What follows belongs to an exercise in optimizing a design on an open flow for small area, a short achievable clock period and few clock cycles; a production flow would make more cautious choices. Where RTL was checked, it was by simulation tests only, not by an equivalence proof against the original. Function not checked in run 1: the RTL went through the layout flow alone.

==> flow/design.v, too long to show whole: its modules and the start of the top module <==
// module seq_multi: 1165 lines
module seq_multi #(
    parameter WIDTH = 32
)
(
    input wire logic clk,
    input wire logic rst,
    input wire logic start,
    input wire logic [WIDTH - 1:0] multiplier,
    input wire logic [WIDTH - 1:0] multiplicand,
    output logic busy,
    output logic [(WIDTH * 2) - 1:0] product
);
  // ...
==> flow/flow/run.sh <==
#!/bin/bash
# The standard layout, with the port buffers made of buf_1 cells instead of the
# delay-buffer cells buffer_ports picks by default.
set -euo pipefail
export BUFFER_PORTS_ARGS="-buffer_cell sky130_fd_sc_hd__buf_1"
bash standard.sh finish > standard.log 2>&1
==> flow/standard.sh <==
#!/bin/bash
# synth_recipe.tcl (not shown) runs the flow's synth.tcl, then flattens the netlist and writes it again
# the make line also repeats each setting of config.mk as NAME=value (left out here)
make -C /OpenROAD-flow-scripts/flow DESIGN_CONFIG=/design/flow/config.mk WORK_HOME=/design/flow/orfs CLKGATE_MAP_FILE= SYNTH_SCRIPT=/design/flow/synth_recipe.tcl "${@:-finish}"
==> flow/config.mk <==
export PLATFORM = sky130hd
export DESIGN_NAME = seq_multi
export DESIGN_NICKNAME = seq_multi
export VERILOG_FILES = /design/flow/design.v
export SDC_FILE = /design/flow/constraint.sdc
export NUM_CORES = 4
export LEC_CHECK = 0
export CAP_MARGIN = 20
export CORE_MARGIN = 2
export CORE_UTILIZATION = 50
export SETUP_SLACK_MARGIN = 0.7
export SLEW_MARGIN = 20
==> flow/constraint.sdc <==
create_clock -name core_clock -period 5.0 [get_ports {clk}]
set_input_delay 1.0000 -clock core_clock [delete_from_list [all_inputs] [get_ports {clk}]]
set_output_delay 1.0000 -clock core_clock [all_outputs]
set_load 0.01 [all_outputs]
==> impl_results.md, run 1 <==
- # Max-Cap Violations: 0
- Avg WL per Cell: 27.54 um
- Post-place setup slack: 0.06973 ns
- Seq/total area: 0.1439
- Simple-gate share of the synthesized area: 0.08414
- Synth Warn #: 1
- Finished Cell Area: 27460 um2
- Synth unique cells: 68
- Clock tree buffer depth: 2
- Placed cells: 3179
- HP Start: busy
- Reg2reg start: bm
- Largest net degree at the start of global routing: 80
- Nonclk inv count: 339
- Synth area leaders: fa_1 27%, dfxtp_1 14%, xnor2_1 10%
- Fin Hold WS: 0.4222 ns
- Yosys top cell area share: 0.2685
- Met3 Use GR: 0.1261
- Min-Delay Path Depth: 1
- Status: timing/DRC/antenna clean
- Final Non-Filler Cells: 3352
- Post-CTS setup buffers: 33
- DRT Pass-1 Iters: 7
- Hold Path End: busy
- HP Class: register to register
- GPL Wtd Cong: 1.022
- Total wire length: 92.31 mm
- Num CTS Buffers: 17
- Met3 WL: 12.55 mm
- Initial Util: 0.5083
- Reg2Reg Depth: 13
- Number of flip-flops and latches: 180
- All-Layer GR Usage: 0.3974
- Post-DRT Antenna Nets: 0
- Initial antenna violation count: 3
- Crit-path max FO: 5
==> run 2: changes to the inputs <==
--- a/flow/design.v
+++ b/flow/design.v
@@ -11,18 +11,19 @@
     output logic [(WIDTH * 2) - 1:0] product
 );
     logic [63:0] s, c;         
     logic [31:0] m;            
     logic [31:17] q;           
     logic n8;                  
     logic bm, bq, bx, bd;
     wire accept = start & ~busy;
-    wire [47:0] hsum;
-    assign product = {hsum, s[15:0]};
+    wire need_b = |multiplier[31:17];
+    wire [63:0] psum;
+    assign product = psum;
     wire [31:0] ms = bm ? m : multiplicand;
     wire [32:0] qa = {multiplier, 1'b0};     
     wire ng0 = ~bq & (qa[2]);
     wire on0 = ~bq & (qa[1] ^ qa[0]);
     wire tw0 = ~bq & ((qa[2] & ~qa[1] & ~qa[0]) | (~qa[2] & qa[1] & qa[0]));
     wire ng1 = bq ? (q[19]) : (qa[4]);
     wire on1 = bq ? (q[18] ^ q[17]) : (qa[3] ^ qa[2]);
     wire tw1 = bq ? ((q[19] & ~q[18] & ~q[17]) | (~q[19] & q[18] & q[17])) : ((qa[4] & ~qa[3] & ~qa[2]) | (~qa[4] & qa[3] & qa[2]));
@@ -62,18 +63,18 @@
     wire [32:0] pp8 = (({33{on[8]}} & ms2[33:1]) | ({33{tw[8]}} & ms2[32:0])) ^ {33{ng[8]}};
     wire [47:0] corr = {q[31] ? m : 32'd0, 1'b0, q[31], 14'd0};
     wire [47:0] xr = s[63:16] ^ c[63:16] ^ corr;
     wire [48:0] yr = {(s[63:16] & c[63:16]) | (s[63:16] & corr) | (c[63:16] & corr), 1'b0};
     wire [47:0] xb = {48{bx}} & xr;
     wire [48:0] yb = {49{bx}} & yr;
     wire [16:0] lo;
     wire cy = lo[16];
-    wire [47:0] ha_p = s[63:16] ^ c[63:16];
-    wire [47:0] ha_g = s[63:16] & c[63:16];
+    wire [63:0] ha_p = s ^ c;
+    wire [63:0] ha_g = s & c;
     wire ha_gg0 = ha_g[1] | (ha_p[1] & ha_g[0]);
     wire ha_gg1 = ha_g[3] | (ha_p[3] & ha_g[2]);
     wire ha_pp1 = ha_p[3] & ha_p[2];
     wire ha_gg2 = ha_g[5] | (ha_p[5] & ha_g[4]);
     wire ha_pp2 = ha_p[5] & ha_p[4];
     wire ha_gg3 = ha_g[7] | (ha_p[7] & ha_g[6]);
     wire ha_pp3 = ha_p[7] & ha_p[6];
     wire ha_gg4 = ha_g[9] | (ha_p[9] & ha_g[8]);
@@ -111,179 +112,291 @@
     wire ha_gg20 = ha_g[41] | (ha_p[41] & ha_g[40]);
     wire ha_pp20 = ha_p[41] & ha_p[40];
     wire ha_gg21 = ha_g[43] | (ha_p[43] & ha_g[42]);
     wire ha_pp21 = ha_p[43] & ha_p[42];
     wire ha_gg22 = ha_g[45] | (ha_p[45] & ha_g[44]);
     wire ha_pp22 = ha_p[45] & ha_p[44];
     wire ha_gg23 = ha_g[47] | (ha_p[47] & ha_g[46]);
     wire ha_pp23 = ha_p[47] & ha_p[46];
-    wire ha_gg24 = ha_g[2] | (ha_p[2] & ha_gg0);
-    wire ha_gg25 = ha_gg1 | (ha_pp1 & ha_gg0);
-    wire ha_gg26 = ha_g[6] | (ha_p[6] & ha_gg2);
-    wire ha_pp26 = ha_p[6] & ha_pp2;
-    wire ha_gg27 = ha_gg3 | (ha_pp3 & ha_gg2);
-    wire ha_pp27 = ha_pp3 & ha_pp2;
-    wire ha_gg28 = ha_g[10] | (ha_p[10] & ha_gg4);
-    wire ha_pp28 = ha_p[10] & ha_pp4;
-    wire ha_gg29 = ha_gg5 | (ha_pp5 & ha_gg4);
-    wire ha_pp29 = ha_pp5 & ha_pp4;
-    wire ha_gg30 = ha_g[14] | (ha_p[14] & ha_gg6);
-    wire ha_pp30 = ha_p[14] & ha_pp6;
-    wire ha_gg31 = ha_gg7 | (ha_pp7 & ha_gg6);
-    wire ha_pp31 = ha_pp7 & ha_pp6;
-    wire ha_gg32 = ha_g[18] | (ha_p[18] & ha_gg8);
-    wire ha_pp32 = ha_p[18] & ha_pp8;
-    wire ha_gg33 = ha_gg9 | (ha_pp9 & ha_gg8);
-    wire ha_pp33 = ha_pp9 & ha_pp8;
-    wire ha_gg34 = ha_g[22] | (ha_p[22] & ha_gg10);
-    wire ha_pp34 = ha_p[22] & ha_pp10;
-    wire ha_gg35 = ha_gg11 | (ha_pp11 & ha_gg10);
-    wire ha_pp35 = ha_pp11 & ha_pp10;
-    wire ha_gg36 = ha_g[26] | (ha_p[26] & ha_gg12);
-    wire ha_pp36 = ha_p[26] & ha_pp12;
-    wire ha_gg37 = ha_gg13 | (ha_pp13 & ha_gg12);
-    wire ha_pp37 = ha_pp13 & ha_pp12;
-    wire ha_gg38 = ha_g[30] | (ha_p[30] & ha_gg14);
-    wire ha_pp38 = ha_p[30] & ha_pp14;
-    wire ha_gg39 = ha_gg15 | (ha_pp15 & ha_gg14);
-    wire ha_pp39 = ha_pp15 & ha_pp14;
-    wire ha_gg40 = ha_g[34] | (ha_p[34] & ha_gg16);
-    wire ha_pp40 = ha_p[34] & ha_pp16;
-    wire ha_gg41 = ha_gg17 | (ha_pp17 & ha_gg16);
-    wire ha_pp41 = ha_pp17 & ha_pp16;
-    wire ha_gg42 = ha_g[38] | (ha_p[38] & ha_gg18);
-    wire ha_pp42 = ha_p[38] & ha_pp18;
-    wire ha_gg43 = ha_gg19 | (ha_pp19 & ha_gg18);
-    wire ha_pp43 = ha_pp19 & ha_pp18;
-    wire ha_gg44 = ha_g[42] | (ha_p[42] & ha_gg20);
-    wire ha_pp44 = ha_p[42] & ha_pp20;
-    wire ha_gg45 = ha_gg21 | (ha_pp21 & ha_gg20);
-    wire ha_pp45 = ha_pp21 & ha_pp20;
-    wire ha_gg46 = ha_g[46] | (ha_p[46] & ha_gg22);
-    wire ha_pp46 = ha_p[46] & ha_pp22;
-    wire ha_gg47 = ha_gg23 | (ha_pp23 & ha_gg22);
-    wire ha_pp47 = ha_pp23 & ha_pp22;
-    wire ha_gg48 = ha_g[4] | (ha_p[4] & ha_gg25);
-    wire ha_gg49 = ha_gg2 | (ha_pp2 & ha_gg25);
-    wire ha_gg50 = ha_gg26 | (ha_pp26 & ha_gg25);
-    wire ha_gg51 = ha_gg27 | (ha_pp27 & ha_gg25);
-    wire ha_gg52 = ha_g[12] | (ha_p[12] & ha_gg29);
-    wire ha_pp52 = ha_p[12] & ha_pp29;
-    wire ha_gg53 = ha_gg6 | (ha_pp6 & ha_gg29);
-    wire ha_pp53 = ha_pp6 & ha_pp29;
-    wire ha_gg54 = ha_gg30 | (ha_pp30 & ha_gg29);
-    wire ha_pp54 = ha_pp30 & ha_pp29;
-    wire ha_gg55 = ha_gg31 | (ha_pp31 & ha_gg29);
-    wire ha_pp55 = ha_pp31 & ha_pp29;
-    wire ha_gg56 = ha_g[20] | (ha_p[20] & ha_gg33);
-    wire ha_pp56 = ha_p[20] & ha_pp33;
-    wire ha_gg57 = ha_gg10 | (ha_pp10 & ha_gg33);
-    wire ha_pp57 = ha_pp10 & ha_pp33;
-    wire ha_gg58 = ha_gg34 | (ha_pp34 & ha_gg33);
-    wire ha_pp58 = ha_pp34 & ha_pp33;
-    wire ha_gg59 = ha_gg35 | (ha_pp35 & ha_gg33);
-    wire ha_pp59 = ha_pp35 & ha_pp33;
-    wire ha_gg60 = ha_g[28] | (ha_p[28] & ha_gg37);
-    wire ha_pp60 = ha_p[28] & ha_pp37;
-    wire ha_gg61 = ha_gg14 | (ha_pp14 & ha_gg37);
-    wire ha_pp61 = ha_pp14 & ha_pp37;
-    wire ha_gg62 = ha_gg38 | (ha_pp38 & ha_gg37);
-    wire ha_pp62 = ha_pp38 & ha_pp37;
-    wire ha_gg63 = ha_gg39 | (ha_pp39 & ha_gg37);
-    wire ha_pp63 = ha_pp39 & ha_pp37;
-    wire ha_gg64 = ha_g[36] | (ha_p[36] & ha_gg41);
-    wire ha_pp64 = ha_p[36] & ha_pp41;
-    wire ha_gg65 = ha_gg18 | (ha_pp18 & ha_gg41);
-    wire ha_pp65 = ha_pp18 & ha_pp41;
-    wire ha_gg66 = ha_gg42 | (ha_pp42 & ha_gg41);
-    wire ha_pp66 = ha_pp42 & ha_pp41;
-    wire ha_gg67 = ha_gg43 | (ha_pp43 & ha_gg41);
-    wire ha_pp67 = ha_pp43 & ha_pp41;
-    wire ha_gg68 = ha_g[44] | (ha_p[44] & ha_gg45);
-    wire ha_pp68 = ha_p[44] & ha_pp45;
-    wire ha_gg69 = ha_gg22 | (ha_pp22 & ha_gg45);
-    wire ha_pp69 = ha_pp22 & ha_pp45;
-    wire ha_gg70 = ha_gg46 | (ha_pp46 & ha_gg45);
-    wire ha_pp70 = ha_pp46 & ha_pp45;
-    wire ha_gg71 = ha_gg47 | (ha_pp47 & ha_gg45);
-    wire ha_pp71 = ha_pp47 & ha_pp45;
-    wire ha_gg72 = ha_g[8] | (ha_p[8] & ha_gg51);
-    wire ha_gg73 = ha_gg4 | (ha_pp4 & ha_gg51);
-    wire ha_gg74 = ha_gg28 | (ha_pp28 & ha_gg51);
-    wire ha_gg75 = ha_gg29 | (ha_pp29 & ha_gg51);
-    wire ha_gg76 = ha_gg52 | (ha_pp52 & ha_gg51);
-    wire ha_gg77 = ha_gg53 | (ha_pp53 & ha_gg51);
-    wire ha_gg78 = ha_gg54 | (ha_pp54 & ha_gg51);
-    wire ha_gg79 = ha_gg55 | (ha_pp55 & ha_gg51);
-    wire ha_gg80 = ha_g[24] | (ha_p[24] & ha_gg59);
-    wire ha_pp80 = ha_p[24] & ha_pp59;
-    wire ha_gg81 = ha_gg12 | (ha_pp12 & ha_gg59);
-    wire ha_pp81 = ha_pp12 & ha_pp59;
-    wire ha_gg82 = ha_gg36 | (ha_pp36 & ha_gg59);
-    wire ha_pp82 = ha_pp36 & ha_pp59;
-    wire ha_gg83 = ha_gg37 | (ha_pp37 & ha_gg59);
-    wire ha_pp83 = ha_pp37 & ha_pp59;
-    wire ha_gg84 = ha_gg60 | (ha_pp60 & ha_gg59);
-    wire ha_pp84 = ha_pp60 & ha_pp59;
-    wire ha_gg85 = ha_gg61 | (ha_pp61 & ha_gg59);
-    wire ha_pp85 = ha_pp61 & ha_pp59;
-    wire ha_gg86 = ha_gg62 | (ha_pp62 & ha_gg59);
-    wire ha_pp86 = ha_pp62 & ha_pp59;
-    wire ha_gg87 = ha_gg63 | (ha_pp63 & ha_gg59);
-    wire ha_pp87 = ha_pp63 & ha_pp59;
-    wire ha_gg88 = ha_g[40] | (ha_p[40] & ha_gg67);
-    wire ha_pp88 = ha_p[40] & ha_pp67;
-    wire ha_gg89 = ha_gg20 | (ha_pp20 & ha_gg67);
-    wire ha_pp89 = ha_pp20 & ha_pp67;
-    wire ha_gg90 = ha_gg44 | (ha_pp44 & ha_gg67);
-    wire ha_pp90 = ha_pp44 & ha_pp67;
-    wire ha_gg91 = ha_gg45 | (ha_pp45 & ha_gg67);
-    wire ha_pp91 = ha_pp45 & ha_pp67;
-    wire ha_gg92 = ha_gg68 | (ha_pp68 & ha_gg67);
-    wire ha_pp92 = ha_pp68 & ha_pp67;
-    wire ha_gg93 = ha_gg69 | (ha_pp69 & ha_gg67);
-    wire ha_pp93 = ha_pp69 & ha_pp67;
-    wire ha_gg94 = ha_gg70 | (ha_pp70 & ha_gg67);
-    wire ha_pp94 = ha_pp70 & ha_pp67;
-    wire ha_gg95 = ha_gg71 | (ha_pp71 & ha_gg67);
-    wire ha_pp95 = ha_pp71 & ha_pp67;
-    wire ha_gg96 = ha_g[16] | (ha_p[16] & ha_gg79);
-    wire ha_gg97 = ha_gg8 | (ha_pp8 & ha_gg79);
-    wire ha_gg98 = ha_gg32 | (ha_pp32 & ha_gg79);
-    wire ha_gg99 = ha_gg33 | (ha_pp33 & ha_gg79);
-    wire ha_gg100 = ha_gg56 | (ha_pp56 & ha_gg79);
-    wire ha_gg101 = ha_gg57 | (ha_pp57 & ha_gg79);
-    wire ha_gg102 = ha_gg58 | (ha_pp58 & ha_gg79);
-    wire ha_gg103 = ha_gg59 | (ha_pp59 & ha_gg79);
-    wire ha_gg104 = ha_gg80 | (ha_pp80 & ha_gg79);
-    wire ha_gg105 = ha_gg81 | (ha_pp81 & ha_gg79);
-    wire ha_gg106 = ha_gg82 | (ha_pp82 & ha_gg79);
-    wire ha_gg107 = ha_gg83 | (ha_pp83 & ha_gg79);
-    wire ha_gg108 = ha_gg84 | (ha_pp84 & ha_gg79);
-    wire ha_gg109 = ha_gg85 | (ha_pp85 & ha_gg79);
-    wire ha_gg110 = ha_gg86 | (ha_pp86 & ha_gg79);
-    wire ha_gg111 = ha_gg87 | (ha_pp87 & ha_gg79);
-    wire ha_gg112 = ha_g[32] | (ha_p[32] & ha_gg111);
-    wire ha_gg113 = ha_gg16 | (ha_pp16 & ha_gg111);
-    wire ha_gg114 = ha_gg40 | (ha_pp40 & ha_gg111);
-    wire ha_gg115 = ha_gg41 | (ha_pp41 & ha_gg111);
-    wire ha_gg116 = ha_gg64 | (ha_pp64 & ha_gg111);
-    wire ha_gg117 = ha_gg65 | (ha_pp65 & ha_gg111);
-    wire ha_gg118 = ha_gg66 | (ha_pp66 & ha_gg111);
-    wire ha_gg119 = ha_gg67 | (ha_pp67 & ha_gg111);
-    wire ha_gg120 = ha_gg88 | (ha_pp88 & ha_gg111);
-    wire ha_gg121 = ha_gg89 | (ha_pp89 & ha_gg111);
-    wire ha_gg122 = ha_gg90 | (ha_pp90 & ha_gg111);
-    wire ha_gg123 = ha_gg91 | (ha_pp91 & ha_gg111);
-    wire ha_gg124 = ha_gg92 | (ha_pp92 & ha_gg111);
-    wire ha_gg125 = ha_gg93 | (ha_pp93 & ha_gg111);
-    wire ha_gg126 = ha_gg94 | (ha_pp94 & ha_gg111);
-    wire ha_gg127 = ha_gg95 | (ha_pp95 & ha_gg111);
-    assign hsum = {ha_p[47] ^ ha_gg126, ha_p[46] ^ ha_gg125, ha_p[45] ^ ha_gg124, ha_p[44] ^ ha_gg123, ha_p[43] ^ ha_gg122, ha_p[42] ^ ha_gg121, ha_p[41] ^ ha_gg120, ha_p[40] ^ ha_gg119, ha_p[39] ^ ha_gg118, ha_p[38] ^ ha_gg117, ha_p[37] ^ ha_gg116, ha_p[36] ^ ha_gg115, ha_p[35] ^ ha_gg114, ha_p[34] ^ ha_gg113, ha_p[33] ^ ha_gg112, ha_p[32] ^ ha_gg111, ha_p[31] ^ ha_gg110, ha_p[30] ^ ha_gg109, ha_p[29] ^ ha_gg108, ha_p[28] ^ ha_gg107, ha_p[27] ^ ha_gg106, ha_p[26] ^ ha_gg105, ha_p[25] ^ ha_gg104, ha_p[24] ^ ha_gg103, ha_p[23] ^ ha_gg102, ha_p[22] ^ ha_gg101, ha_p[21] ^ ha_gg100, ha_p[20] ^ ha_gg99, ha_p[19] ^ ha_gg98, ha_p[18] ^ ha_gg97, ha_p[17] ^ ha_gg96, ha_p[16] ^ ha_gg79, ha_p[15] ^ ha_gg78, ha_p[14] ^ ha_gg77, ha_p[13] ^ ha_gg76, ha_p[12] ^ ha_gg75, ha_p[11] ^ ha_gg74, ha_p[10] ^ ha_gg73, ha_p[9] ^ ha_gg72, ha_p[8] ^ ha_gg51, ha_p[7] ^ ha_gg50, ha_p[6] ^ ha_gg49, ha_p[5] ^ ha_gg48, ha_p[4] ^ ha_gg25, ha_p[3] ^ ha_gg24, ha_p[2] ^ ha_gg0, ha_p[1] ^ ha_g[0], ha_p[0]};
+    wire ha_gg24 = ha_g[49] | (ha_p[49] & ha_g[48]);
+    wire ha_pp24 = ha_p[49] & ha_p[48];
+    wire ha_gg25 = ha_g[51] | (ha_p[51] & ha_g[50]);
+    wire ha_pp25 = ha_p[51] & ha_p[50];
+    wire ha_gg26 = ha_g[53] | (ha_p[53] & ha_g[52]);
+    wire ha_pp26 = ha_p[53] & ha_p[52];
+    wire ha_gg27 = ha_g[55] | (ha_p[55] & ha_g[54]);
+    wire ha_pp27 = ha_p[55] & ha_p[54];
+    wire ha_gg28 = ha_g[57] | (ha_p[57] & ha_g[56]);
+    wire ha_pp28 = ha_p[57] & ha_p[56];
+    wire ha_gg29 = ha_g[59] | (ha_p[59] & ha_g[58]);
+    wire ha_pp29 = ha_p[59] & ha_p[58];
+    wire ha_gg30 = ha_g[61] | (ha_p[61] & ha_g[60]);
+    wire ha_pp30 = ha_p[61] & ha_p[60];
+    wire ha_gg31 = ha_g[63] | (ha_p[63] & ha_g[62]);
+    wire ha_pp31 = ha_p[63] & ha_p[62];
+    wire ha_gg32 = ha_g[2] | (ha_p[2] & ha_gg0);
+    wire ha_gg33 = ha_gg1 | (ha_pp1 & ha_gg0);
+    wire ha_gg34 = ha_g[6] | (ha_p[6] & ha_gg2);
+    wire ha_pp34 = ha_p[6] & ha_pp2;
+    wire ha_gg35 = ha_gg3 | (ha_pp3 & ha_gg2);
+    wire ha_pp35 = ha_pp3 & ha_pp2;
+    wire ha_gg36 = ha_g[10] | (ha_p[10] & ha_gg4);
+    wire ha_pp36 = ha_p[10] & ha_pp4;
+    wire ha_gg37 = ha_gg5 | (ha_pp5 & ha_gg4);
+    wire ha_pp37 = ha_pp5 & ha_pp4;
+    wire ha_gg38 = ha_g[14] | (ha_p[14] & ha_gg6);
+    wire ha_pp38 = ha_p[14] & ha_pp6;
+    wire ha_gg39 = ha_gg7 | (ha_pp7 & ha_gg6);
+    wire ha_pp39 = ha_pp7 & ha_pp6;
+    wire ha_gg40 = ha_g[18] | (ha_p[18] & ha_gg8);
+    wire ha_pp40 = ha_p[18] & ha_pp8;
+    wire ha_gg41 = ha_gg9 | (ha_pp9 & ha_gg8);
+    wire ha_pp41 = ha_pp9 & ha_pp8;
+    wire ha_gg42 = ha_g[22] | (ha_p[22] & ha_gg10);
+    wire ha_pp42 = ha_p[22] & ha_pp10;
+    wire ha_gg43 = ha_gg11 | (ha_pp11 & ha_gg10);
+    wire ha_pp43 = ha_pp11 & ha_pp10;
+    wire ha_gg44 = ha_g[26] | (ha_p[26] & ha_gg12);
+    wire ha_pp44 = ha_p[26] & ha_pp12;
+    wire ha_gg45 = ha_gg13 | (ha_pp13 & ha_gg12);
+    wire ha_pp45 = ha_pp13 & ha_pp12;
+    wire ha_gg46 = ha_g[30] | (ha_p[30] & ha_gg14);
+    wire ha_pp46 = ha_p[30] & ha_pp14;
+    wire ha_gg47 = ha_gg15 | (ha_pp15 & ha_gg14);
+    wire ha_pp47 = ha_pp15 & ha_pp14;
+    wire ha_gg48 = ha_g[34] | (ha_p[34] & ha_gg16);
+    wire ha_pp48 = ha_p[34] & ha_pp16;
+    wire ha_gg49 = ha_gg17 | (ha_pp17 & ha_gg16);
+    wire ha_pp49 = ha_pp17 & ha_pp16;
+    wire ha_gg50 = ha_g[38] | (ha_p[38] & ha_gg18);
+    wire ha_pp50 = ha_p[38] & ha_pp18;
+    wire ha_gg51 = ha_gg19 | (ha_pp19 & ha_gg18);
+    wire ha_pp51 = ha_pp19 & ha_pp18;
+    wire ha_gg52 = ha_g[42] | (ha_p[42] & ha_gg20);
+    wire ha_pp52 = ha_p[42] & ha_pp20;
+    wire ha_gg53 = ha_gg21 | (ha_pp21 & ha_gg20);
+    wire ha_pp53 = ha_pp21 & ha_pp20;
+    wire ha_gg54 = ha_g[46] | (ha_p[46] & ha_gg22);
+    wire ha_pp54 = ha_p[46] & ha_pp22;
+    wire ha_gg55 = ha_gg23 | (ha_pp23 & ha_gg22);
+    wire ha_pp55 = ha_pp23 & ha_pp22;
+    wire ha_gg56 = ha_g[50] | (ha_p[50] & ha_gg24);
+    wire ha_pp56 = ha_p[50] & ha_pp24;
+    wire ha_gg57 = ha_gg25 | (ha_pp25 & ha_gg24);
+    wire ha_pp57 = ha_pp25 & ha_pp24;
+    wire ha_gg58 = ha_g[54] | (ha_p[54] & ha_gg26);
+    wire ha_pp58 = ha_p[54] & ha_pp26;
+    wire ha_gg59 = ha_gg27 | (ha_pp27 & ha_gg26);
+    wire ha_pp59 = ha_pp27 & ha_pp26;
+    wire ha_gg60 = ha_g[58] | (ha_p[58] & ha_gg28);
+    wire ha_pp60 = ha_p[58] & ha_pp28;
+    wire ha_gg61 = ha_gg29 | (ha_pp29 & ha_gg28);
+    wire ha_pp61 = ha_pp29 & ha_pp28;
+    wire ha_gg62 = ha_g[62] | (ha_p[62] & ha_gg30);
+    wire ha_pp62 = ha_p[62] & ha_pp30;
+    wire ha_gg63 = ha_gg31 | (ha_pp31 & ha_gg30);
+    wire ha_pp63 = ha_pp31 & ha_pp30;
+    wire ha_gg64 = ha_g[4] | (ha_p[4] & ha_gg33);
+    wire ha_gg65 = ha_gg2 | (ha_pp2 & ha_gg33);
+    wire ha_gg66 = ha_gg34 | (ha_pp34 & ha_gg33);
+    wire ha_gg67 = ha_gg35 | (ha_pp35 & ha_gg33);
+    wire ha_gg68 = ha_g[12] | (ha_p[12] & ha_gg37);
+    wire ha_pp68 = ha_p[12] & ha_pp37;
+    wire ha_gg69 = ha_gg6 | (ha_pp6 & ha_gg37);
+    wire ha_pp69 = ha_pp6 & ha_pp37;
+    wire ha_gg70 = ha_gg38 | (ha_pp38 & ha_gg37);
+    wire ha_pp70 = ha_pp38 & ha_pp37;
+    wire ha_gg71 = ha_gg39 | (ha_pp39 & ha_gg37);
+    wire ha_pp71 = ha_pp39 & ha_pp37;
+    wire ha_gg72 = ha_g[20] | (ha_p[20] & ha_gg41);
+    wire ha_pp72 = ha_p[20] & ha_pp41;
+    wire ha_gg73 = ha_gg10 | (ha_pp10 & ha_gg41);
+    wire ha_pp73 = ha_pp10 & ha_pp41;
+    wire ha_gg74 = ha_gg42 | (ha_pp42 & ha_gg41);
+    wire ha_pp74 = ha_pp42 & ha_pp41;
+    wire ha_gg75 = ha_gg43 | (ha_pp43 & ha_gg41);
+    wire ha_pp75 = ha_pp43 & ha_pp41;
+    wire ha_gg76 = ha_g[28] | (ha_p[28] & ha_gg45);
+    wire ha_pp76 = ha_p[28] & ha_pp45;
+    wire ha_gg77 = ha_gg14 | (ha_pp14 & ha_gg45);
+    wire ha_pp77 = ha_pp14 & ha_pp45;
+    wire ha_gg78 = ha_gg46 | (ha_pp46 & ha_gg45);
+    wire ha_pp78 = ha_pp46 & ha_pp45;
+    wire ha_gg79 = ha_gg47 | (ha_pp47 & ha_gg45);
+    wire ha_pp79 = ha_pp47 & ha_pp45;
+    wire ha_gg80 = ha_g[36] | (ha_p[36] & ha_gg49);
+    wire ha_pp80 = ha_p[36] & ha_pp49;
+    wire ha_gg81 = ha_gg18 | (ha_pp18 & ha_gg49);
+    wire ha_pp81 = ha_pp18 & ha_pp49;
+    wire ha_gg82 = ha_gg50 | (ha_pp50 & ha_gg49);
+    wire ha_pp82 = ha_pp50 & ha_pp49;
+    wire ha_gg83 = ha_gg51 | (ha_pp51 & ha_gg49);
+    wire ha_pp83 = ha_pp51 & ha_pp49;
+    wire ha_gg84 = ha_g[44] | (ha_p[44] & ha_gg53);
+    wire ha_pp84 = ha_p[44] & ha_pp53;
+    wire ha_gg85 = ha_gg22 | (ha_pp22 & ha_gg53);
+    wire ha_pp85 = ha_pp22 & ha_pp53;
+    wire ha_gg86 = ha_gg54 | (ha_pp54 & ha_gg53);
+    wire ha_pp86 = ha_pp54 & ha_pp53;
+    wire ha_gg87 = ha_gg55 | (ha_pp55 & ha_gg53);
+    wire ha_pp87 = ha_pp55 & ha_pp53;
+    wire ha_gg88 = ha_g[52] | (ha_p[52] & ha_gg57);
+    wire ha_pp88 = ha_p[52] & ha_pp57;
+    wire ha_gg89 = ha_gg26 | (ha_pp26 & ha_gg57);
+    wire ha_pp89 = ha_pp26 & ha_pp57;
+    wire ha_gg90 = ha_gg58 | (ha_pp58 & ha_gg57);
+    wire ha_pp90 = ha_pp58 & ha_pp57;
+    wire ha_gg91 = ha_gg59 | (ha_pp59 & ha_gg57);
+    wire ha_pp91 = ha_pp59 & ha_pp57;
+    wire ha_gg92 = ha_g[60] | (ha_p[60] & ha_gg61);
+    wire ha_pp92 = ha_p[60] & ha_pp61;
+    wire ha_gg93 = ha_gg30 | (ha_pp30 & ha_gg61);
+    wire ha_pp93 = ha_pp30 & ha_pp61;
+    wire ha_gg94 = ha_gg62 | (ha_pp62 & ha_gg61);
+    wire ha_pp94 = ha_pp62 & ha_pp61;
+    wire ha_gg95 = ha_gg63 | (ha_pp63 & ha_gg61);
+    wire ha_pp95 = ha_pp63 & ha_pp61;
+    wire ha_gg96 = ha_g[8] | (ha_p[8] & ha_gg67);
+    wire ha_gg97 = ha_gg4 | (ha_pp4 & ha_gg67);
+    wire ha_gg98 = ha_gg36 | (ha_pp36 & ha_gg67);
+    wire ha_gg99 = ha_gg37 | (ha_pp37 & ha_gg67);
+    wire ha_gg100 = ha_gg68 | (ha_pp68 & ha_gg67);
+    wire ha_gg101 = ha_gg69 | (ha_pp69 & ha_gg67);
+    wire ha_gg102 = ha_gg70 | (ha_pp70 & ha_gg67);
+    wire ha_gg103 = ha_gg71 | (ha_pp71 & ha_gg67);
+    wire ha_gg104 = ha_g[24] | (ha_p[24] & ha_gg75);
+    wire ha_pp104 = ha_p[24] & ha_pp75;
+    wire ha_gg105 = ha_gg12 | (ha_pp12 & ha_gg75);
+    wire ha_pp105 = ha_pp12 & ha_pp75;
+    wire ha_gg106 = ha_gg44 | (ha_pp44 & ha_gg75);
+    wire ha_pp106 = ha_pp44 & ha_pp75;
+    wire ha_gg107 = ha_gg45 | (ha_pp45 & ha_gg75);
+    wire ha_pp107 = ha_pp45 & ha_pp75;
+    wire ha_gg108 = ha_gg76 | (ha_pp76 & ha_gg75);
+    wire ha_pp108 = ha_pp76 & ha_pp75;
+    wire ha_gg109 = ha_gg77 | (ha_pp77 & ha_gg75);
+    wire ha_pp109 = ha_pp77 & ha_pp75;
+    wire ha_gg110 = ha_gg78 | (ha_pp78 & ha_gg75);
+    wire ha_pp110 = ha_pp78 & ha_pp75;
+    wire ha_gg111 = ha_gg79 | (ha_pp79 & ha_gg75);
+    wire ha_pp111 = ha_pp79 & ha_pp75;
+    wire ha_gg112 = ha_g[40] | (ha_p[40] & ha_gg83);
+    wire ha_pp112 = ha_p[40] & ha_pp83;
+    wire ha_gg113 = ha_gg20 | (ha_pp20 & ha_gg83);
+    wire ha_pp113 = ha_pp20 & ha_pp83;
+    wire ha_gg114 = ha_gg52 | (ha_pp52 & ha_gg83);
+    wire ha_pp114 = ha_pp52 & ha_pp83;
+    wire ha_gg115 = ha_gg53 | (ha_pp53 & ha_gg83);
+    wire ha_pp115 = ha_pp53 & ha_pp83;
+    wire ha_gg116 = ha_gg84 | (ha_pp84 & ha_gg83);
+    wire ha_pp116 = ha_pp84 & ha_pp83;
+    wire ha_gg117 = ha_gg85 | (ha_pp85 & ha_gg83);
+    wire ha_pp117 = ha_pp85 & ha_pp83;
+    wire ha_gg118 = ha_gg86 | (ha_pp86 & ha_gg83);
+    wire ha_pp118 = ha_pp86 & ha_pp83;
+    wire ha_gg119 = ha_gg87 | (ha_pp87 & ha_gg83);
+    wire ha_pp119 = ha_pp87 & ha_pp83;
+    wire ha_gg120 = ha_g[56] | (ha_p[56] & ha_gg91);
+    wire ha_pp120 = ha_p[56] & ha_pp91;
+    wire ha_gg121 = ha_gg28 | (ha_pp28 & ha_gg91);
+    wire ha_pp121 = ha_pp28 & ha_pp91;
+    wire ha_gg122 = ha_gg60 | (ha_pp60 & ha_gg91);
+    wire ha_pp122 = ha_pp60 & ha_pp91;
+    wire ha_gg123 = ha_gg61 | (ha_pp61 & ha_gg91);
+    wire ha_pp123 = ha_pp61 & ha_pp91;
+    wire ha_gg124 = ha_gg92 | (ha_pp92 & ha_gg91);
+    wire ha_pp124 = ha_pp92 & ha_pp91;
+    wire ha_gg125 = ha_gg93 | (ha_pp93 & ha_gg91);
+    wire ha_pp125 = ha_pp93 & ha_pp91;
+    wire ha_gg126 = ha_gg94 | (ha_pp94 & ha_gg91);
+    wire ha_pp126 = ha_pp94 & ha_pp91;
+    wire ha_gg127 = ha_gg95 | (ha_pp95 & ha_gg91);
+    wire ha_pp127 = ha_pp95 & ha_pp91;
+    wire ha_gg128 = ha_g[16] | (ha_p[16] & ha_gg103);
+    wire ha_gg129 = ha_gg8 | (ha_pp8 & ha_gg103);
+    wire ha_gg130 = ha_gg40 | (ha_pp40 & ha_gg103);
+    wire ha_gg131 = ha_gg41 | (ha_pp41 & ha_gg103);
+    wire ha_gg132 = ha_gg72 | (ha_pp72 & ha_gg103);
+    wire ha_gg133 = ha_gg73 | (ha_pp73 & ha_gg103);
+    wire ha_gg134 = ha_gg74 | (ha_pp74 & ha_gg103);
+    wire ha_gg135 = ha_gg75 | (ha_pp75 & ha_gg103);
+    wire ha_gg136 = ha_gg104 | (ha_pp104 & ha_gg103);
+    wire ha_gg137 = ha_gg105 | (ha_pp105 & ha_gg103);
+    wire ha_gg138 = ha_gg106 | (ha_pp106 & ha_gg103);
+    wire ha_gg139 = ha_gg107 | (ha_pp107 & ha_gg103);
+    wire ha_gg140 = ha_gg108 | (ha_pp108 & ha_gg103);
+    wire ha_gg141 = ha_gg109 | (ha_pp109 & ha_gg103);
+    wire ha_gg142 = ha_gg110 | (ha_pp110 & ha_gg103);
+    wire ha_gg143 = ha_gg111 | (ha_pp111 & ha_gg103);
+    wire ha_gg144 = ha_g[48] | (ha_p[48] & ha_gg119);
+    wire ha_pp144 = ha_p[48] & ha_pp119;
+    wire ha_gg145 = ha_gg24 | (ha_pp24 & ha_gg119);
+    wire ha_pp145 = ha_pp24 & ha_pp119;
+    wire ha_gg146 = ha_gg56 | (ha_pp56 & ha_gg119);
+    wire ha_pp146 = ha_pp56 & ha_pp119;
+    wire ha_gg147 = ha_gg57 | (ha_pp57 & ha_gg119);
+    wire ha_pp147 = ha_pp57 & ha_pp119;
+    wire ha_gg148 = ha_gg88 | (ha_pp88 & ha_gg119);
+    wire ha_pp148 = ha_pp88 & ha_pp119;
+    wire ha_gg149 = ha_gg89 | (ha_pp89 & ha_gg119);
+    wire ha_pp149 = ha_pp89 & ha_pp119;
+    wire ha_gg150 = ha_gg90 | (ha_pp90 & ha_gg119);
+    wire ha_pp150 = ha_pp90 & ha_pp119;
+    wire ha_gg151 = ha_gg91 | (ha_pp91 & ha_gg119);
+    wire ha_pp151 = ha_pp91 & ha_pp119;
+    wire ha_gg152 = ha_gg120 | (ha_pp120 & ha_gg119);
+    wire ha_pp152 = ha_pp120 & ha_pp119;
+    wire ha_gg153 = ha_gg121 | (ha_pp121 & ha_gg119);
+    wire ha_pp153 = ha_pp121 & ha_pp119;
+    wire ha_gg154 = ha_gg122 | (ha_pp122 & ha_gg119);
+    wire ha_pp154 = ha_pp122 & ha_pp119;
+    wire ha_gg155 = ha_gg123 | (ha_pp123 & ha_gg119);
+    wire ha_pp155 = ha_pp123 & ha_pp119;
+    wire ha_gg156 = ha_gg124 | (ha_pp124 & ha_gg119);
+    wire ha_pp156 = ha_pp124 & ha_pp119;
+    wire ha_gg157 = ha_gg125 | (ha_pp125 & ha_gg119);
+    wire ha_pp157 = ha_pp125 & ha_pp119;
+    wire ha_gg158 = ha_gg126 | (ha_pp126 & ha_gg119);
+    wire ha_pp158 = ha_pp126 & ha_pp119;
+    wire ha_gg159 = ha_gg127 | (ha_pp127 & ha_gg119);
+    wire ha_pp159 = ha_pp127 & ha_pp119;
+    wire ha_gg160 = ha_g[32] | (ha_p[32] & ha_gg143);
+    wire ha_gg161 = ha_gg16 | (ha_pp16 & ha_gg143);
+    wire ha_gg162 = ha_gg48 | (ha_pp48 & ha_gg143);
+    wire ha_gg163 = ha_gg49 | (ha_pp49 & ha_gg143);
+    wire ha_gg164 = ha_gg80 | (ha_pp80 & ha_gg143);
+    wire ha_gg165 = ha_gg81 | (ha_pp81 & ha_gg143);
+    wire ha_gg166 = ha_gg82 | (ha_pp82 & ha_gg143);
+    wire ha_gg167 = ha_gg83 | (ha_pp83 & ha_gg143);
+    wire ha_gg168 = ha_gg112 | (ha_pp112 & ha_gg143);
+    wire ha_gg169 = ha_gg113 | (ha_pp113 & ha_gg143);
+    wire ha_gg170 = ha_gg114 | (ha_pp114 & ha_gg143);
+    wire ha_gg171 = ha_gg115 | (ha_pp115 & ha_gg143);
+    wire ha_gg172 = ha_gg116 | (ha_pp116 & ha_gg143);
+    wire ha_gg173 = ha_gg117 | (ha_pp117 & ha_gg143);
+    wire ha_gg174 = ha_gg118 | (ha_pp118 & ha_gg143);
+    wire ha_gg175 = ha_gg119 | (ha_pp119 & ha_gg143);
+    wire ha_gg176 = ha_gg144 | (ha_pp144 & ha_gg143);
+    wire ha_gg177 = ha_gg145 | (ha_pp145 & ha_gg143);
+    wire ha_gg178 = ha_gg146 | (ha_pp146 & ha_gg143);
+    wire ha_gg179 = ha_gg147 | (ha_pp147 & ha_gg143);
+    wire ha_gg180 = ha_gg148 | (ha_pp148 & ha_gg143);
+    wire ha_gg181 = ha_gg149 | (ha_pp149 & ha_gg143);
+    wire ha_gg182 = ha_gg150 | (ha_pp150 & ha_gg143);
+    wire ha_gg183 = ha_gg151 | (ha_pp151 & ha_gg143);
+    wire ha_gg184 = ha_gg152 | (ha_pp152 & ha_gg143);
+    wire ha_gg185 = ha_gg153 | (ha_pp153 & ha_gg143);
+    wire ha_gg186 = ha_gg154 | (ha_pp154 & ha_gg143);
+    wire ha_gg187 = ha_gg155 | (ha_pp155 & ha_gg143);
+    wire ha_gg188 = ha_gg156 | (ha_pp156 & ha_gg143);
+    wire ha_gg189 = ha_gg157 | (ha_pp157 & ha_gg143);
+    wire ha_gg190 = ha_gg158 | (ha_pp158 & ha_gg143);
+    wire ha_gg191 = ha_gg159 | (ha_pp159 & ha_gg143);
+    assign psum = {ha_p[63] ^ ha_gg190, ha_p[62] ^ ha_gg189, ha_p[61] ^ ha_gg188, ha_p[60] ^ ha_gg187, ha_p[59] ^ ha_gg186, ha_p[58] ^ ha_gg185, ha_p[57] ^ ha_gg184, ha_p[56] ^ ha_gg183, ha_p[55] ^ ha_gg182, ha_p[54] ^ ha_gg181, ha_p[53] ^ ha_gg180, ha_p[52] ^ ha_gg179, ha_p[51] ^ ha_gg178, ha_p[50] ^ ha_gg177, ha_p[49] ^ ha_gg176, ha_p[48] ^ ha_gg175, ha_p[47] ^ ha_gg174, ha_p[46] ^ ha_gg173, ha_p[45] ^ ha_gg172, ha_p[44] ^ ha_gg171, ha_p[43] ^ ha_gg170, ha_p[42] ^ ha_gg169, ha_p[41] ^ ha_gg168, ha_p[40] ^ ha_gg167, ha_p[39] ^ ha_gg166, ha_p[38] ^ ha_gg165, ha_p[37] ^ ha_gg164, ha_p[36] ^ ha_gg163, ha_p[35] ^ ha_gg162, ha_p[34] ^ ha_gg161, ha_p[33] ^ ha_gg160, ha_p[32] ^ ha_gg143, ha_p[31] ^ ha_gg142, ha_p[30] ^ ha_gg141, ha_p[29] ^ ha_gg140, ha_p[28] ^ ha_gg139, ha_p[27] ^ ha_gg138, ha_p[26] ^ ha_gg137, ha_p[25] ^ ha_gg136, ha_p[24] ^ ha_gg135, ha_p[23] ^ ha_gg134, ha_p[22] ^ ha_gg133, ha_p[21] ^ ha_gg132, ha_p[20] ^ ha_gg131, ha_p[19] ^ ha_gg130, ha_p[18] ^ ha_gg129, ha_p[17] ^ ha_gg128, ha_p[16] ^ ha_gg103, ha_p[15] ^ ha_gg102, ha_p[14] ^ ha_gg101, ha_p[13] ^ ha_gg100, ha_p[12] ^ ha_gg99, ha_p[11] ^ ha_gg98, ha_p[10] ^ ha_gg97, ha_p[9] ^ ha_gg96, ha_p[8] ^ ha_gg67, ha_p[7] ^ ha_gg66, ha_p[6] ^ ha_gg65, ha_p[5] ^ ha_gg64, ha_p[4] ^ ha_gg33, ha_p[3] ^ ha_gg32, ha_p[2] ^ ha_gg0, ha_p[1] ^ ha_g[0], ha_p[0]};
     wire [15:0] la_p = s[15:0] ^ c[15:0];
     wire [15:0] la_g = s[15:0] & c[15:0];
     wire la_gg0 = la_g[1] | (la_p[1] & la_g[0]);
     wire la_gg1 = la_g[3] | (la_p[3] & la_g[2]);
     wire la_pp1 = la_p[3] & la_p[2];
     wire la_gg2 = la_g[5] | (la_p[5] & la_g[4]);
     wire la_pp2 = la_p[5] & la_p[4];
     wire la_gg3 = la_g[7] | (la_p[7] & la_g[6]);
@@ -1136,30 +1249,30 @@
     assign fc249 = ((fc159) & (fs202)) | ((fc201) & ((fc159) ^ (fs202)));
     assign fs250 = (pp8[31] | yb[47]) ^ (fs203) ^ (fc202);
     assign fc250 = ((pp8[31] | yb[47]) & (fs203)) | ((fc202) & ((pp8[31] | yb[47]) ^ (fs203)));
     assign fs251 = (1'b1) ^ (pp8[32] | yb[48]) ^ (fc203);
     assign fc251 = ((1'b1) & (pp8[32] | yb[48])) | ((fc203) & ((1'b1) ^ (pp8[32] | yb[48])));
     wire [63:0] ts = {1'b1, 1'b1, 1'b1, 1'b1, 1'b1, 1'b1, 1'b1, 1'b1, 1'b1, 1'b1, 1'b1, 1'b1, 1'b1, 1'b1, ~ng[8], fs251, fs250, fc248, fs248, fs247, fs246, fc244, fc243, fc242, fc241, fc240, fc239, fc238, fc237, fc236, fc235, fc234, fc233, fc232, fc231, fc230, fc229, fc228, fc227, fc226, fc225, fc224, fc223, fc222, fc221, fc220, fc219, fc218, fc217, fc216, fc215, fc214, fc213, fc212, fc211, fc210, fc209, fc208, fc207, fc206, fc205, fc204, hc20, pp0[0] | xb[0]};
     wire [63:0] tc = {1'b0, 1'b0, 1'b0, 1'b0, 1'b0, 1'b0, 1'b0, 1'b0, 1'b0, 1'b0, 1'b0, 1'b0, 1'b0, 1'b0, fc251, fc250, fc249, fs249, fc247, fc246, fc245, fs245, fs244, fs243, fs242, fs241, fs240, fs239, fs238, fs237, fs236, fs235, fs234, fs233, fs232, fs231, fs230, fs229, fs228, fs227, fs226, fs225, fs224, fs223, fs222, fs221, fs220, fs219, fs218, fs217, fs216, fs215, fs214, fs213, fs212, fs211, fs210, fs209, fs208, fs207, fs206, fs205, fs204, hs20};
     always_ff @(posedge clk) begin
-        busy <= ~rst & accept;
-        bm <= ~rst & start & ~bm;
-        bq <= ~rst & start & ~bq;
-        bx <= ~rst & start & ~bx;
-        bd <= ~rst & start & ~bd;
+        busy <= ~rst & accept & need_b;
+        bm <= ~rst & start & ~bm & need_b;
+        bq <= ~rst & start & ~bq & need_b;
+        bx <= ~rst & start & ~bx & need_b;
+        bd <= ~rst & start & ~bd & need_b;
         if (~bm) begin
             m <= multiplicand;
             q <= multiplier[31:17];
             n8 <= multiplier[17];
         end
         if (start & ~bd) begin
             s <= ts;
             c <= tc;
         end else if (bd) begin
             s <= {ts[47:0], lo[15:0]};
             c <= {tc[47:0], 16'd0};
         end else begin
-            s[63:16] <= product[63:16];
+            s <= product;
             c <= 64'd0;
         end
     end
 endmodule
==> flow/config.mk (replaced) <==
export PLATFORM = sky130hd
export DESIGN_NAME = seq_multi
export DESIGN_NICKNAME = seq_multi
export VERILOG_FILES = /design/flow/design.v
export SDC_FILE = /design/flow/constraint.sdc
export NUM_CORES = 4
export LEC_CHECK = 0
export CAP_MARGIN = 20
export CORE_MARGIN = 2
export CORE_UTILIZATION = 50
export SETUP_SLACK_MARGIN = 0.5
export SLEW_MARGIN = 20
==> impl_results.md, run 2 <==
- Setup crit start kind: register
- Largest net degree at the start of global routing: 56 (-30%)
- Grt ovf: 0
- Number of synthesized flops with an enable pin: 15
- Num CTS Buffers: 17 (unchanged)
- # port buffers: 131
- Reg clk slew, reported paths: 0.09 ns
- DIE WIDTH: 213.2 um
- Vias/cell: 6.220
- Layout area overhead: 18.24%
- DRT Pass-1 Iters: 6 (-1)
- Most frequent cells in the layout: 341 x inv_1, 286 x fa_1, 272 x o22ai_1
- Initial Util: 0.5070 (-0.001373)
- Async set-reset flop share out of synthesis: 0
- Rows: 76
- Worst-case clock skew: 0.01961 ns
- Initial antenna violation count: 0 (-3)
- Post-Syn Area: 21890 um2
- Most frequent cell after synthesis: inv_1
- Commonest non-fill, non-tap cell in the layout: inv_1
- CP Class: register to output pin
- Top cells by count, synth: 343 x inv_1, 291 x fa_1, 277 x o22ai_1, 265 x xnor2_1, 188 x nand2_1
- HP Class: register to register
- Final setup vio count: 0
- Clock tree buffer depth: 2 (unchanged)
- DIE AREA: 45460 um2
- Fmax: 0.2209 GHz
- Max-slew headroom: 0.2972
- Sequential area share after synthesis: 0.1715
- CORE AREA: 43170 um2
- Synth unique cells: 63 (-7.4%)
- H-Tree Depth: 4
- Synth area leaders: fa_1 27%, dfxtp_1 15%, xnor2_1 11%
- Sink Count: 180
- Final net count: 3136
- FF+latch count, synth: 180
- Synth Warn #: 1 (unchanged)
- Hold Fails Final Rpt: 0
- Pins Over Slew Limit: 0
- DP Area: 24190 um2
- Global-route wire length before repair: 132.9 mm
- Placed cells: 3209 (+0.94%)
- Mapped Nets: 2974
- Top_reg_cell synth: dfxtp_1
- I/O Pins: 132
- Worst EP required: 4.00 ns
- Final Non-Filler Cells: 3293 (-1.8%)
- Yosys top cell area share: 0.2662 (-0.002339)
- Synth Instances: 2531
- DR iter-0 viols: 3066
- Vias in the first global route: 19772
- Post-DRT Antenna Nets: 0 (unchanged)
- Syn avg cell area: 8.647 um2
- All-Layer GR Usage: 0.4097 (+0.01231)
- Reg2Reg Depth: 14 (+1)
- Clock latency at the later pin of the worst-skew pair: 0.51 ns
- Measured slew at the worst slew-check pin: 1.052 ns
- # Max-Cap Violations: 0 (unchanged)
- Total wire length: 92.30 mm (about the same)
- Worst Setup End Kind: output pin
- HPWL after DPL: 69.29 mm
- Final Cycle Share: 0.9053
- Die Y: 213.2 um
- GPL Wtd Cong: 1.023 (+0.14%)
- Vias: 20483
- Arrival time at the worst endpoint: 3.53 ns
- Min-Delay Path Depth: 1 (unchanged)
- CTS tree: built
- RSZ-0062 raised after global routing: true
- Status: timing/DRC/antenna clean
- Post-route minimum period: 4.527 ns
- Crit-path max FO: 4 (-1)
- Drt drc: 0
- Finished Cell Area: 25880 um2 (-5.8%)
- Share of cells above drive strength 1: 0.1415
- Avg WL per Cell: 28.03 um (+1.8%)
- Cell taking the most area after synthesis: fa_1
- Root Buffer Master: clkbuf_16
- Regs by FF count: c (64), s (64), m (32)
==> run 2: what timing repair did <==
action,CTS,global route
hold buffers,0,0
endpoints found under the hold margin,0,0
resized for setup,74,74
pin swaps,28,23
setup buffers,20,27
setup endpoints to repair,44,73
gates cloned,1,2
==> run 2: cell families (layout without fill, tap and decap cells) <==
kind of cell | Yosys count | count (layout) | share of synthesized area
AND/OR/NAND/NOR | 448 | 448 | 0.09404
other | 0 | 2 | 0
multiplexers | 46 | 46 | 0.02110
AO/OA/AOI/OAI | 622 | 622 | 0.1760
buffers and inverters | 530 | 705 | 0.09090
XOR/XNOR | 329 | 329 | 0.1317
adder cells (fa/ha/maj) | 376 | 376 | 0.3148
flip-flops | 180 | 180 | 0.1715
==> run 2: cell type report <==
class	instances	area (um2)
fill	3935	17290
multi-input combinational	1821	16830
sequential	180	3781
tap	585	732.0
clock buffer	18	439.2
clock inverter	14	157.7
antenna	2	5.005
timing repair buffer	321	2601
inverter	352	1329
==> run 2: final timing paths <==
check	from	end	slack (ns)
worst min-delay path	busy	busy	0.42
worst max-delay path	s[13]	product[55]	0.47
worst max register to register	bm	s[47]	0.57
worst min register to register	busy	busy	0.42
==> run 2: critical path: stages (launching register included) <==
cell     delay (ns)
dfxtp_2        0.34
ha_4           0.25
and4_4         0.19
nor2b_4        0.12
a221o_1        0.31
a311o_2        0.43
a31o_4         0.30
a31oi_4        0.29
o21ai_4        0.14
a41oi_2        0.26
xnor2_2        0.19
buf_2          0.20
==> run 2: per-stage QoR <==
stage	utilization	TNS [ns]	worst slack, ns	hold WS, ns
2_1_floorplan	-	0	0.4943	0.4428
3_3_place_gp	0.5604	-0.1730	-0.05023	0.4017
3_5_place_dp	0.5604	-0.1297	-0.04387	0.4121
4_1_cts	0.5869	0	0.4216	0.4220
5_1_grt	0.5993	0	0.4057	0.4554
6_report	0.5994	0	0.4734	0.4170
==> run 2: routing by layer <==
metal,up-vias,GRT usage,routed length (um)
li1,8727,-,-
met1,10066,0.5853,37560
met2,1479,0.5773,37640
met3,211,0.1422,13450
met4,0,0.1327,3651
met5,-,0,0
Testbench counts of run 2, summed over its fixed seeds: cycles 907.
==> run 3: changes to the inputs <==
--- a/flow/config.mk
+++ b/flow/config.mk
@@ -7,6 +7,7 @@
 export LEC_CHECK = 0
 export CAP_MARGIN = 20
 export CORE_MARGIN = 2
-export CORE_UTILIZATION = 50
+export CORE_UTILIZATION = 55
 export SETUP_SLACK_MARGIN = 0.5
 export SLEW_MARGIN = 20
+export TNS_END_PERCENT = 20
==> impl_results.md, run 3 <==
- DP Area: 23960 um2 (-0.96%)
- CORE AREA: 39550 um2 (-8.4%)
- FF+latch count, synth: 180 (unchanged)
- H-Tree Depth: 4 (unchanged)
- Crit path depth: 14 (+3)
- Sequential area share after synthesis: 0.1715 (unchanged)
- Final net count: 3111 (-0.80%)
- Reg clk slew, reported paths: 0.08 ns (about the same)
- Diode count: 0 (-2)
- Most frequent cells in the layout: 341 x inv_1, 284 x fa_1, 275 x o22ai_1
- Final Core Density: 0.6430 (+0.04354)
- Clock latency at the later pin of the worst-skew pair: 0.51 ns (about the same)
- Reg2Reg Depth: 14 (unchanged)
- Largest delay contributor family on the critical path: compound AO/OA/AOI/OAI gates
- GPL Wtd Cong: 1.023 (about the same)
- Status: timing/DRC/antenna clean
- # Max-Cap Violations: 0 (unchanged)
- HP Class: register to register
- Fmax: 0.2168 GHz (-1.9%)
- Critical-path top delay cell: xnor2_2
- Crit-path max FO: 5 (+1)
- Worst Setup End Kind: output pin
- Critical path cell sequence: ha_2, inv_2, fa_2, nand2b_4, a21o_1, a31oi_4, a311o_1, a31o_4, inv_8, o21ai_4, a21oi_4, buf_12, xnor2_2, buf_1
- Avg WL per Cell: 27.16 um (-3.1%)
- Initial Util: 0.5534 (+0.04643)
- Post-place setup slack: -0.06319 ns (-0.01932 ns)
- Number of synthesized flops with an enable pin: 15 (unchanged)
- Rows: 73 (-3.9%)
- Synth Warn #: 1 (unchanged)
- Final Non-Filler Cells: 3206 (-2.6%)
- RSZ-0062 raised after global routing: true
- Worst EP required: 4.00 ns (about the same)
- Crit path buffers/inverters: 4 (+3)
- Total wire length: 87.09 mm (-5.6%)
- Async set-reset flop share out of synthesis: 0 (unchanged)
- All-Layer GR Usage: 0.4259 (+0.01619)
- Die Y: 203.5 um (-4.6%)
- DRT Pass-1 Iters: 5 (-1)
- Largest net degree at the start of global routing: 63 (+13%)
- Synth unique cells: 63 (unchanged)
- # port buffers: 131 (unchanged)
- Grt ovf: 0 (unchanged)
- Synth area leaders: fa_1 27%, dfxtp_1 15%, xnor2_1 11%
- Hold Fails Final Rpt: 0 (unchanged)
- Placed cells: 3138 (-2.2%)
- Vias in the first global route: 19468 (-1.5%)
- Top cells by count, synth: 343 x inv_1, 291 x fa_1, 277 x o22ai_1, 265 x xnor2_1, 188 x nand2_1
- Layout area overhead: 16.18%
- Post-Syn Area: 21890 um2 (unchanged)
- HPWL after DPL: 65.94 mm (-4.8%)
- Pins Over Slew Limit: 0 (unchanged)
- DR iter-0 viols: 2840 (-7.4%)
- Num CTS Buffers: 17 (unchanged)
- Share of cells above drive strength 1: 0.1287 (-0.01285)
- Setup crit start kind: register
- CTS tree: built
- Finished Cell Area: 25430 um2 (-1.7%)
- Yosys top cell area share: 0.2662 (unchanged)
- Sink Count: 180 (unchanged)
- Clock tree buffer depth: 2 (unchanged)
- CP Class: register to output pin
- Cts hold-fix bufs: 0 (unchanged)
- Post-route minimum period: 4.612 ns (+0.08537 ns)
- I/O Pins: 132 (unchanged)
- Commonest non-fill, non-tap cell in the layout: inv_1
- Syn avg cell area: 8.647 um2 (unchanged)
- DIE WIDTH: 203.5 um (-4.6%)
- Min-Delay Path Depth: 1 (unchanged)
- Mapped Nets: 2974 (unchanged)
- Root Buffer Master: clkbuf_16
- Most frequent cell after synthesis: inv_1
- Synth Instances: 2531 (unchanged)
- Drt drc: 0 (unchanged)
- Final Cycle Share: 0.9224 (+0.01707)
- Vias/cell: 6.334 (+1.8%)
- DIE AREA: 41400 um2 (-8.9%)
- Measured slew at the worst slew-check pin: 1.078 ns (+0.02658 ns)
- Final WS setup: 0.3880 ns (-0.08537 ns)
- Cell taking the most area after synthesis: fa_1
- Crit-path max cell delay: 0.37 ns (-0.06 ns)
- Post-DRT Antenna Nets: 0 (unchanged)
- Final setup vio count: 0 (unchanged)
- Vias: 20307 (-0.86%)
- Global-route wire length before repair: 128.2 mm (-3.6%)
- Top_reg_cell synth: dfxtp_1
- Worst-case clock skew: 0.01193 ns (-0.007682 ns)
- Arrival time at the worst endpoint: 3.61 ns (+0.08 ns)
- Regs by FF count: c (64), s (64), m (32)
- Initial antenna violation count: 4 (+4)
- Max-slew headroom: 0.2794 (-0.01777)
[run 3: cell counts after synthesis]
No cell type changed its count.
[run 3: worst paths after layout]
kind | from | to | slack [ns]
worst max-delay path | c[0] | product[40] | 0.39
worst min-delay path | busy | busy | 0.42
worst max register to register | bm | s[37] | 0.39
worst min register to register | busy | busy | 0.42
[run 3: area by class of cell]
cell class / count / area [um2]
clock buffers: 17 / 425.4
inverters: 352 / 1329
fillers: 3421 / 14120
multi-input cells: 1821 / 16770
flip-flops and latches: 180 / 3772
repair buffers: 296 / 2301
well taps: 525 / 656.9
clock inverters: 15 / 171.4
[run 3: worst register-to-register path, cell delays in order (launching register included)]
cell	delay, ns
dfxtp_2	0.47
buf_12	0.26
mux2i_1	0.39
buf_6	0.27
o22ai_1	0.14
xor2_1	0.14
o21ai_0	0.14
fa_1	0.56
inv_1	0.05
fa_1	0.44
fa_1	0.55
inv_1	0.06
fa_1	0.52
a21oi_1	0.34
a22oi_1	0.12
[run 3: cells by family (layout without fill, tap and decap cells)]
kind of cell,after synthesis,count (layout),share of synthesized area
AO/OA/AOI/OAI,622,622,0.1760
buffers and inverters,530,680,0.09090
AND/OR/NAND/NOR,448,448,0.09404
adder cells (fa/ha/maj),376,376,0.3148
XOR/XNOR,329,329,0.1317
flip-flops,180,180,0.1715
multiplexers,46,46,0.02110
[run 3: what timing repair did]
action,CTS,global route
gates resized for setup,64,71
gates cloned,0,1
pin swaps,21,27
endpoints found under the hold margin,0,0
buffers inserted,18,17
endpoints found under the setup margin,45,92
[run 3: metrics by stage]
step / TNS [ns] / hold slack (ns)
finish: 0 / 0.4178
global route: 0 / 0.4497
CTS: 0 / 0.4193
detailed placement: -0.1907 / 0.4018
global placement: -0.07108 / 0.3991
floorplan: 0 / 0.4428
[run 3: metal layers]
layer / routed length (um) / global-route usage / up-vias
met5: 20 / 0 / -
met4: 3948 / 0.1702 / 4
met3: 12100 / 0.1221 / 203
met2: 35080 / 0.5852 / 1490
met1: 35940 / 0.6270 / 9922
li1: - / - / 8688
==> run 4: changes to the inputs <==
==> flow/config.mk (replaced) <==
export PLATFORM = sky130hd
export DESIGN_NAME = seq_multi
export DESIGN_NICKNAME = seq_multi
export VERILOG_FILES = /design/flow/design.v
export SDC_FILE = /design/flow/constraint.sdc
export NUM_CORES = 4
export LEC_CHECK = 0
export CAP_MARGIN = 5
export CORE_MARGIN = 2
export CORE_UTILIZATION = 55
export SETUP_SLACK_MARGIN = 0.5
export SLEW_MARGIN = 5
==> impl_results.md, run 4 <==
- Final TNS setup: 0 ns (unchanged)
- Pins Over Slew Limit: 0 (unchanged)
- DIE AREA: 41400 um2 (unchanged)
- HPWL after DPL: 66.35 mm (+0.61%)
- DIE WIDTH: 203.5 um (unchanged)
- Syn avg cell area: 8.647 um2 (unchanged)
- Avg WL per Cell: 27.15 um (about the same)
- Sink Count: 180 (unchanged)
- Async set-reset flop share out of synthesis: 0 (unchanged)
- Share of cells above drive strength 1: 0.1498 (+0.02115)
- Max-slew headroom: 0.2432 (-0.03618)
- Worst EP required: 4.00 ns (about the same)
- Fillers: 3386 (-1.0%)
- Rows: 73 (unchanged)
- CTS tree: built
- # Max-Cap Violations: 0 (unchanged)
- Final Core Density: 0.6499 (+0.006928)
- Measured slew at the worst slew-check pin: 1.132 ns (+0.05415 ns)
- # port buffers: 131 (unchanged)
- Top cells by count, synth: 343 x inv_1, 291 x fa_1, 277 x o22ai_1, 265 x xnor2_1, 188 x nand2_1
- Status: timing/DRC/antenna clean
- Vias/cell: 6.282 (-0.81%)
- Global-route wire length before repair: 129.4 mm (+0.97%)
- Root Buffer Master: clkbuf_16
- CORE AREA: 39550 um2 (unchanged)
- Most frequent cell after synthesis: inv_1
- Fmax: 0.2221 GHz (+2.4%)
- Setup crit start kind: register
- Vias in the first global route: 19847 (+1.9%)
- Most frequent cells in the layout: 341 x inv_1, 273 x fa_1, 271 x o22ai_1
- Crit-path max FO: 4 (-1)
- Post-DRT Antenna Nets: 0 (unchanged)
- Worst Setup End Kind: output pin
- Commonest non-fill, non-tap cell in the layout: inv_1
- Post-route minimum period: 4.503 ns (-0.1092 ns)
- Top_reg_cell synth: dfxtp_1
- DR iter-0 viols: 2595 (-8.6%)
- Cell taking the most area after synthesis: fa_1
- FF+latch count, synth: 180 (unchanged)
- Synth area leaders: fa_1 27%, dfxtp_1 15%, xnor2_1 11%
- Sequential area share after synthesis: 0.1715 (unchanged)
- I/O Pins: 132 (unchanged)
- Fin Hold WS: 0.4279 ns (+0.01014 ns)
- Arrival time at the worst endpoint: 3.50 ns (-0.11 ns)
- Number of synthesized flops with an enable pin: 15 (unchanged)
- Hold Fails Final Rpt: 0 (unchanged)
- CP Class: register to output pin
- Clock tree buffer depth: 2 (unchanged)
- Mapped Nets: 2974 (unchanged)
- Vias: 20286 (-0.10%)
- Layout area overhead: 17.44%
- Grt ovf: 0 (unchanged)
- Clock latency at the later pin of the worst-skew pair: 0.50 ns (about the same)
- Initial Util: 0.5534 (unchanged)
- Synth Instances: 2531 (unchanged)
- Worst-case clock skew: 0.01742 ns (+0.005486 ns)
- GPL Wtd Cong: 1.014 (-0.84%)
- Initial antenna violation count: 2 (-2)
- Die Y: 203.5 um (unchanged)
- RSZ-0062 raised after global routing: true
- HP Class: register to register
- Final Cycle Share: 0.9006 (-0.02183)
- Cts hold-fix bufs: 0 (unchanged)
- Num CTS Buffers: 17 (unchanged)
- Total wire length: 87.68 mm (+0.68%)
- Synth Warn #: 1 (unchanged)
- Final net count: 3133 (+0.71%)
- All-Layer GR Usage: 0.4299 (+0.004044)
- H-Tree Depth: 4 (unchanged)
- Largest net degree at the start of global routing: 70 (+11%)
- Post-Syn Area: 21890 um2 (unchanged)
- Reg clk slew, reported paths: 0.08 ns (about the same)
- Yosys top cell area share: 0.2662 (unchanged)
- Synth unique cells: 63 (unchanged)
- Regs by FF count: c (64), s (64), m (32)
- Final setup vio count: 0 (unchanged)
- DRT Pass-1 Iters: 6 (+1)
- Drt drc: 0 (unchanged)
[run 4: cell types whose count changed in the layout (fill, tap and decap cells not counted), moves of 4 or more]
cell,before,now
fa_2,7,18
o22ai_1,275,271
clkbuf_2,8,16
buf_4,119,142
buf_6,7,3
xnor2_1,259,255
xnor2_2,6,10
o22ai_2,1,5
a21oi_2,16,20
fa_1,284,273
buf_1,114,104
a21oi_1,73,67
[run 4: worst paths after layout]
path,end,slack [ns],from,cells after the start
setup reg to reg,s[24],0.65,bm,15
setup / recovery,product[50],0.50,c[14],13
hold reg to reg,busy,0.43,busy,1
hold / removal,busy,0.43,busy,1
[run 4: timing repair]
item                       4_1_cts  5_1_grt
pin swaps                       35       40
resized for setup               85       78
setup endpoints to repair       56      110
buffers inserted                17       31
[run 4: critical path, cell delays in order (launching register included)]
cell and delay [ns]:
dfxtp_2 0.35, ha_4 0.25, and4_4 0.17, nor2b_4 0.13, a221o_1 0.31, a311o_1 0.39, a31o_4 0.31, a31oi_4 0.26
buf_6 0.15, nor2b_1 0.05, o21a_2 0.25, nor2_2 0.12, xnor2_1 0.11, buf_2 0.14
[run 4: metal layers]
layer,vias up,global-route usage,part of all wire
met1,9977,0.6079,0.40
met4,2,0.1577,0.039
li1,8722,-,-
met5,-,0.01190,0.00017
met2,1402,0.5982,0.41
met3,183,0.1580,0.14
[run 4: per-stage QoR]
stage / worst slack (ns) / cells / area [um2]
2_1_floorplan: 0.4943 / 2531 / 21930
3_3_place_gp: -0.04070 / 3148 / 24070
3_5_place_dp: -0.04724 / 3148 / 24070
4_1_cts: 0.4181 / 3197 / 25180
5_1_grt: 0.3780 / 3229 / 25700
6_report: 0.4972 / 3229 / 25700
[run 4: area by class of cell]
type,count,area (um2),area share
multi-input combinational,1821,16900,0.6575
sequential,180,3774,0.1468
antenna,1,2.502,0.00009736
tap,525,656.9,0.02556
inverter,352,1333,0.05184
clock inverter,12,110.1,0.004284
clock buffer,20,446.7,0.01738
timing repair buffer,318,2481,0.09653
[run 4: cells by family (layout without fill, tap and decap cells)]
family | after synthesis | in the layout | synth area share
AO/OA/AOI/OAI | 622 | 622 | 0.1760
XOR/XNOR | 329 | 329 | 0.1317
adder cells (fa/ha/maj) | 376 | 376 | 0.3148
buffers and inverters | 530 | 702 | 0.09090
flip-flops | 180 | 180 | 0.1715
multiplexers | 46 | 46 | 0.02110
other | 0 | 1 | 0
AND/OR/NAND/NOR | 448 | 448 | 0.09404

[re-timing with driven ports]
No port has a modelled driver above. Below, the same layouts with a new extraction and two added sets of constraints.
Step 1 (the two cells are an assumption about what drives the block):
set clk [get_ports {clk}]
set_driving_cell -lib_cell sky130_fd_sc_hd__clkbuf_16 $clk
set_driving_cell -lib_cell sky130_fd_sc_hd__buf_2 [delete_from_list [all_inputs] $clk]
Step 2 adds t to the input delays and takes it off the output delays; t is the mean of the earliest and latest rising clock arrival at the registers after step 1. Input paths then give back, and output paths get back, about the clock's delay inside the block.
a / b / c = ideal / step 1 / step 2; a / b = the first two.
run | t (ns) | setup slack, ns | worst setup path after step 2
run 1 | 0.572 | 0.542 / 0.479 / 0.225 | input to register
run 2 | 0.556 | 0.473 / 0.415 / 0.019 | input to register
run 3 | 0.562 | 0.388 / 0.329 / -0.030 | input to register
run 4 | 0.551 | 0.497 / 0.437 / 0.104 | input to register
Met with ideal ports but missed after step 2: setup timing in run 3. The setup slack of run 2, which loses most, moves by -0.058 ns with the drivers and by -0.454 ns with both steps.
